Background: an optimization exercise with open tools, aiming at small area and a short achievable clock period. Do not read the settings as production practice.
In this exercise RTL edits were held to simulation tests only and were not proved equivalent to the original.

## DOUBLY_PIPELINE
module DOUBLY_PIPELINE(clk,xi,yi,r,ang,xf,yf);
input [15:0] xi,yi;
input clk;
output reg [15:0] r,ang;
output reg [15:0] xf,yf;
reg [15:0] a1,a2,a3,a4,a5,a6,a7,a8;
reg [15:0] b1,b2,b3,b4,b5,b6;
reg [15:7] b7;
reg [15:0] x2,x3,x4,x5,x6,x7,x8;
reg [15:0] y2,y3,y4,y5,y6,y7,y8;
reg [1:1] d2; reg [2:1] d3; reg [3:1] d4; reg [4:1] d5; reg [5:1] d6; reg [6:1] d7; reg [6:1] d8;
reg nb1, nb2, nb3, nb4, nb5, nb6;
reg ne1, ne2, ne3, ne4, ne5, ne6;
wire [15:0] s1a, s1b;
add16 u_s1a (.a(xi), .b(yi), .s(s1a));
sub16 u_s1b (.a(yi), .b(xi), .s(s1b));
always @(posedge clk) begin a1 <= s1a; b1 <= s1b; end
always @(posedge clk) nb1 <= ~s1b[15];
wire t_x1 = b1[1] ^ b1[15];
wire t_x2 = b1[2] ^ b1[15];
wire t_x3 = b1[3] ^ b1[15];
wire t_x4 = b1[4] ^ b1[15];
wire t_x5 = b1[5] ^ b1[15];
wire t_x6 = b1[6] ^ b1[15];
wire t_x7 = b1[7] ^ b1[15];
wire t_x8 = b1[8] ^ b1[15];
wire t_x9 = b1[9] ^ b1[15];
wire t_x10 = b1[10] ^ b1[15];
wire t_x11 = b1[11] ^ b1[15];
wire t_x12 = b1[12] ^ b1[15];
wire t_x13 = b1[13] ^ b1[15];
wire t_x14 = b1[14] ^ b1[15];
wire t_x15 = b1[15] ^ b1[15];
wire t_s16, t_c17; fa u_t_s16 (.a(a1[0]), .b(t_x1), .c(b1[15]), .s(t_s16), .co(t_c17));
wire t_s18, t_c19; fa u_t_s18 (.a(a1[1]), .b(t_x2), .c(t_c17), .s(t_s18), .co(t_c19));
wire t_s20, t_c21; fa u_t_s20 (.a(a1[2]), .b(t_x3), .c(t_c19), .s(t_s20), .co(t_c21));
wire t_s22, t_c23; fa u_t_s22 (.a(a1[3]), .b(t_x4), .c(t_c21), .s(t_s22), .co(t_c23));
wire t_s24, t_c25; fa u_t_s24 (.a(a1[4]), .b(t_x5), .c(t_c23), .s(t_s24), .co(t_c25));
wire t_s26, t_c27; fa u_t_s26 (.a(a1[5]), .b(t_x6), .c(t_c25), .s(t_s26), .co(t_c27));
wire t_s28, t_c29; fa u_t_s28 (.a(a1[6]), .b(t_x7), .c(t_c27), .s(t_s28), .co(t_c29));
wire t_s30, t_c31; fa u_t_s30 (.a(a1[7]), .b(t_x8), .c(t_c29), .s(t_s30), .co(t_c31));
wire t_s32, t_c33; fa u_t_s32 (.a(a1[8]), .b(t_x9), .c(t_c31), .s(t_s32), .co(t_c33));
wire t_s34, t_c35; fa u_t_s34 (.a(a1[9]), .b(t_x10), .c(t_c33), .s(t_s34), .co(t_c35));
wire t_s36, t_c37; fa u_t_s36 (.a(a1[10]), .b(t_x11), .c(t_c35), .s(t_s36), .co(t_c37));
wire t_s38, t_c39; ha u_t_s38 (.a(a1[11]), .b(t_x12), .s(t_s38), .co(t_c39));
wire t_s40, t_c41; fa u_t_s40 (.a(a1[12]), .b(t_x13), .c(t_c39), .s(t_s40), .co(t_c41));
wire t_s42, t_c43; fa u_t_s42 (.a(a1[13]), .b(t_x14), .c(t_c41), .s(t_s42), .co(t_c43));
  ...
For scale: roughly 2800 cells after synthesis, about 560 flip-flops, ~37000 um^2 of cells after synthesis.
==> flow/config.mk <==
export PLATFORM = sky130hd
export DESIGN_NAME = DOUBLY_PIPELINE
export DESIGN_NICKNAME = DOUBLY_PIPELINE
export VERILOG_FILES = /design/flow/design.v
export SDC_FILE = /design/flow/constraint.sdc
export NUM_CORES = 4
export LEC_CHECK = 0
export CAP_MARGIN = 20
export CORE_MARGIN = 2
export CORE_UTILIZATION = 55
export CTS_BUF_LIST = sky130_fd_sc_hd__clkbuf_16 sky130_fd_sc_hd__clkbuf_8
export CTS_CLUSTER_DIAMETER = 80
export CTS_CLUSTER_SIZE = 16
export SLEW_MARGIN = 20
export SYNTH_HIERARCHICAL = 1
export SYNTH_MINIMUM_KEEP_SIZE = 0
==> flow/constraint.sdc <==
create_clock -name core_clock -period 25.0 [get_ports {clk}]
set_input_delay 5.0000 -clock core_clock [delete_from_list [all_inputs] [get_ports {clk}]]
set_output_delay 5.0000 -clock core_clock [all_outputs]
set_load 0.01 [all_outputs]
standard.sh (not shown) runs the stock make flow with config.mk's settings and CLKGATE_MAP_FILE= SYNTH_SCRIPT=/design/flow/synth_recipe.tcl, a recipe that flattens the netlist after the stock synthesis.
==> flow/flow/run.sh <==
#!/bin/bash
# Standard layout, but buffer the ports with buf_4 instead of the default delay-cell buffer.
export BUFFER_PORTS_ARGS="-buffer_cell sky130_fd_sc_hd__buf_4"
bash standard.sh > standard.log 2>&1
Change:
Settings changed: CORE_UTILIZATION 55 to 40, CTS_BUF_LIST sky130_fd_sc_hd__clkbuf_16 sky130_fd_sc_hd__clkbuf_8 to default, CTS_CLUSTER_DIAMETER 80 to default, CTS_CLUSTER_SIZE 16 to default.
The changed run completed with no timing, DRC or antenna violations.
Global-route usage shrinks by 5.9 points.
Sequential share of layout area fell by 0.97 points.
Clock-buffer cell count climbs by 31.
Utilization fell by 15 points.
Change:
Settings changed: CORE_UTILIZATION 40 to 60.
Cell count falls by about 10%.
Clock-buffer cell count rises by 8.

job 4528:
Another version of the RTL of DOUBLY_PIPELINE (not shown whole).
Size: about 2600 cells after synthesis, ~550 flip-flops, ~97 I/O pins, about 35000 um2 of cells after synthesis.
clock: 25.0 ns
lec_check: 0
cap_margin: 20
core_margin: 2
core_utilization: 65
cts_buf_list: sky130_fd_sc_hd__clkbuf_16
cts_cluster_diameter: 120
cts_cluster_size: 30
slew_margin: 20
synth_hierarchical: 1
synth_minimum_keep_size: 0
==> flow/flow/run.sh <==
#!/bin/bash
# The standard layout, with two changes: the ports are buffered with buf_4
# instead of the default delay-cell buffer, and after placement the flip-flops
# that drive an output port or many loads get a stronger drive (same cell type).
set -euo pipefail
export BUFFER_PORTS_ARGS="-buffer_cell sky130_fd_sc_hd__buf_4"
bash standard.sh synth floorplan place > standard_place.log 2>&1
openroad -no_init -exit flow/upsize.tcl > upsize.log 2>&1
bash standard.sh > standard.log 2>&1
==> flow/flow/upsize.tcl <==
# Give a stronger drive to flip-flops that drive an output port buffer or a
# high-fanout net, then legalize the placement again.
set res $::env(FLOW_OUT)/../orfs/results/$::env(FLOW_PLATFORM)/DOUBLY_PIPELINE/base
read_db $res/3_place.odb
read_liberty $::env(FLOW_HOME)/platforms/$::env(FLOW_PLATFORM)/lib/sky130_fd_sc_hd__tt_025C_1v80.lib
set n 0
foreach inst [get_cells *] {
  set master [get_property $inst ref_name]
  if {$master ne "sky130_fd_sc_hd__dfxtp_1"} { continue }
  set q [get_pins -of_objects $inst -filter "direction == output"]
  set net [get_nets -of_objects $q]
  set loads [get_pins -of_objects $net -filter "direction == input"]
  set nl [llength $loads]
  set to_port 0
  foreach l $loads {
    set lc [get_cells -of_objects $l]
    set onet [get_nets -of_objects [get_pins -of_objects $lc -filter "direction == output"]]
    if {[llength [get_ports -quiet -of_objects $onet]] > 0} { set to_port 1 }
  }
  if {$to_port || $nl >= 8} {
    set new [expr {$nl >= 12 ? "sky130_fd_sc_hd__dfxtp_4" : "sky130_fd_sc_hd__dfxtp_2"}]
    if {$to_port} { set new "sky130_fd_sc_hd__dfxtp_4" }
    replace_cell $inst $new
    incr n
  }
}
puts "upsized $n flip-flops"

detailed_placement
check_placement -verbose
write_db $res/3_place.odb
Per the final summary, job 4528 finished and its layout is clean on timing, DRC and antenna.
Relative to job 4528, the following input files were edited for job 4976:
- CORE_UTILIZATION now 55, was 65
--- a/flow/flow/upsize.tcl
+++ b/flow/flow/upsize.tcl
@@ -21,3 +21,3 @@
     set new [expr {$nl >= 12 ? "sky130_fd_sc_hd__dfxtp_4" : "sky130_fd_sc_hd__dfxtp_2"}]
-    if {$to_port} { set new "sky130_fd_sc_hd__dfxtp_4" }
+    if {$to_port} { set new "sky130_fd_sc_hd__dfxtp_2" }
     replace_cell $inst $new
Results
Post-route standard cell area excluding fillers of job 4976 is on par with job 4528. Comparing job 4528 and job 4976, the higher total detailed-routing wirelength is on job 4976. Delta (job 4976 minus job 4528): placement row count picked up an extra 7, wire length of the first global-routing pass went up, via total after detailed routing fell about 0.7%.
--- input diff job 4976..job 6768 ---
--- a/flow/flow/upsize.tcl
+++ b/flow/flow/upsize.tcl
@@ -21,3 +21,3 @@
     set new [expr {$nl >= 12 ? "sky130_fd_sc_hd__dfxtp_4" : "sky130_fd_sc_hd__dfxtp_2"}]
-    if {$to_port} { set new "sky130_fd_sc_hd__dfxtp_2" }
+    if {$to_port} { set new "sky130_fd_sc_hd__dfxtp_4" }
     replace_cell $inst $new
Notes after the runs:
Measured against each other, job 6768 and job 4976 differ in core utilization, the higher figure coming from job 6768.
The total detailed-routing wirelength of job 6768 and that of job 4976 are within noise of each other.
Compared with job 4976, in job 6768 final worst setup slack now sits at about the same level; area taken by flip-flops and latches now sits higher.
Looking at slowest library cell on the worst path, the sky130_fd_sc_hd__dfxtp_2 result is from job 4976; the sky130_fd_sc_hd__dfxtp_4 one comes from job 6768.
From job 4976 to job 6768 the numbers moved as follows: count of non-filler cells in the finished layout did not really move, post-synthesis compound-gate area fraction did not really move, area overhead of the layout relative to synthesis went up, number of vias after detailed routing did not really move.

rev 12:
DOUBLY_PIPELINE, a different RTL version from the one above (not shown whole).
Size in the first run: roughly 2600 cells after synthesis, ~560 flip-flops, ~97 I/O pins, ~35000 µm² of cells after synthesis.
export LEC_CHECK = 0
export CAP_MARGIN = 20
export CORE_MARGIN = 2
export CORE_UTILIZATION = 55
export CTS_BUF_LIST = sky130_fd_sc_hd__clkbuf_16
export CTS_CLUSTER_DIAMETER = 120
export CTS_CLUSTER_SIZE = 30
export SLEW_MARGIN = 20
export SYNTH_HIERARCHICAL = 1
export SYNTH_MINIMUM_KEEP_SIZE = 0
create_clock -name core_clock -period 25.0 [get_ports {clk}]
==> flow/flow/upsize.tcl <==
# Give a stronger drive to flip-flops that drive an output port buffer or a
# high-fanout net, then legalize the placement again.
set res $::env(FLOW_OUT)/../orfs/results/$::env(FLOW_PLATFORM)/DOUBLY_PIPELINE/base
read_db $res/3_place.odb
read_liberty $::env(FLOW_HOME)/platforms/$::env(FLOW_PLATFORM)/lib/sky130_fd_sc_hd__tt_025C_1v80.lib
set n 0
foreach inst [get_cells *] {
  set master [get_property $inst ref_name]
  if {$master ne "sky130_fd_sc_hd__dfxtp_1"} { continue }
  set q [get_pins -of_objects $inst -filter "direction == output"]
  set net [get_nets -of_objects $q]
  set loads [get_pins -of_objects $net -filter "direction == input"]
  set nl [llength $loads]
  set to_port 0
  foreach l $loads {
    set lc [get_cells -of_objects $l]
    set onet [get_nets -of_objects [get_pins -of_objects $lc -filter "direction == output"]]
    if {[llength [get_ports -quiet -of_objects $onet]] > 0} { set to_port 1 }
  }
  if {$to_port || $nl >= 8} {
    set new [expr {$nl >= 12 ? "sky130_fd_sc_hd__dfxtp_4" : "sky130_fd_sc_hd__dfxtp_2"}]
    if {$to_port} { set new "sky130_fd_sc_hd__dfxtp_2" }
    replace_cell $inst $new
    incr n
  }
}
puts "upsized $n flip-flops"
detailed_placement
check_placement -verbose
write_db $res/3_place.odb
Scripts as last shown in full above: flow/flow/run.sh
Rev 12 went all the way through the flow, and no timing, DRC or antenna check failed.
Changes in rev 13 relative to rev 12:
--- a/flow/flow/upsize.tcl
+++ b/flow/flow/upsize.tcl
@@ -27,2 +27,3 @@
 puts "upsized $n flip-flops"
+
 detailed_placement
### Flow results
As far as area growth from synthesis to layout goes, rev 13 and rev 12 are indistinguishable; the numbers are identical. Re die area: no difference whatsoever between rev 12 and rev 13. Rev 12 → rev 13: routed wire length essentially unchanged; adder-cell share of the synthesized area essentially unchanged; floorplan die height essentially unchanged. As far as maximum clock frequency goes, rev 13 and rev 12 are indistinguishable; the numbers are identical.

afterwards: timing with drivers on the ports:
The results above use ideal ports. As a check the final layouts listed here were re-extracted and re-timed, cells and wires unchanged. Step 1 (the two cells are an assumption about what drives the block):
set clk [get_ports {clk}]
set_driving_cell -lib_cell sky130_fd_sc_hd__clkbuf_16 $clk
set_driving_cell -lib_cell sky130_fd_sc_hd__buf_2 [delete_from_list [all_inputs] $clk]
Step 2 moves the port delays by t, midway between the first and last clock arrival at a register: inputs arrive t later, outputs are due t later. That takes back most of the time a late clock gives input paths. a / b / c = no drivers / after step 1 / after step 2; a / b = the first two.
run	t, ns	setup slack, ns	worst register clock-pin slew, ns	cell pins on the clock port's net
the first run of note 1	0.652	18.548 / 18.591 / 17.939	0.07 / 0.07	1
the second run of note 1	0.675	18.720 / 18.752 / 18.077	0.07 / 0.07	1
the third run of note 1	0.680	18.631 / 18.660 / 17.988	0.06 / 0.06	1
job 4528	0.628	18.903 / 18.844 / 18.314	0.12 / 0.12	1
job 4976	0.645	18.901 / 18.834 / 18.379	0.11 / 0.11	1
job 6768	0.645	18.898 / 18.831 / 18.387	0.11 / 0.11	1
rev 12	0.661	18.881 / 18.816 / 18.408	0.12 / 0.12	1
rev 13	0.661	18.881 / 18.816 / 18.408	0.12 / 0.12	1
After both steps setup and hold are still met in every run listed.
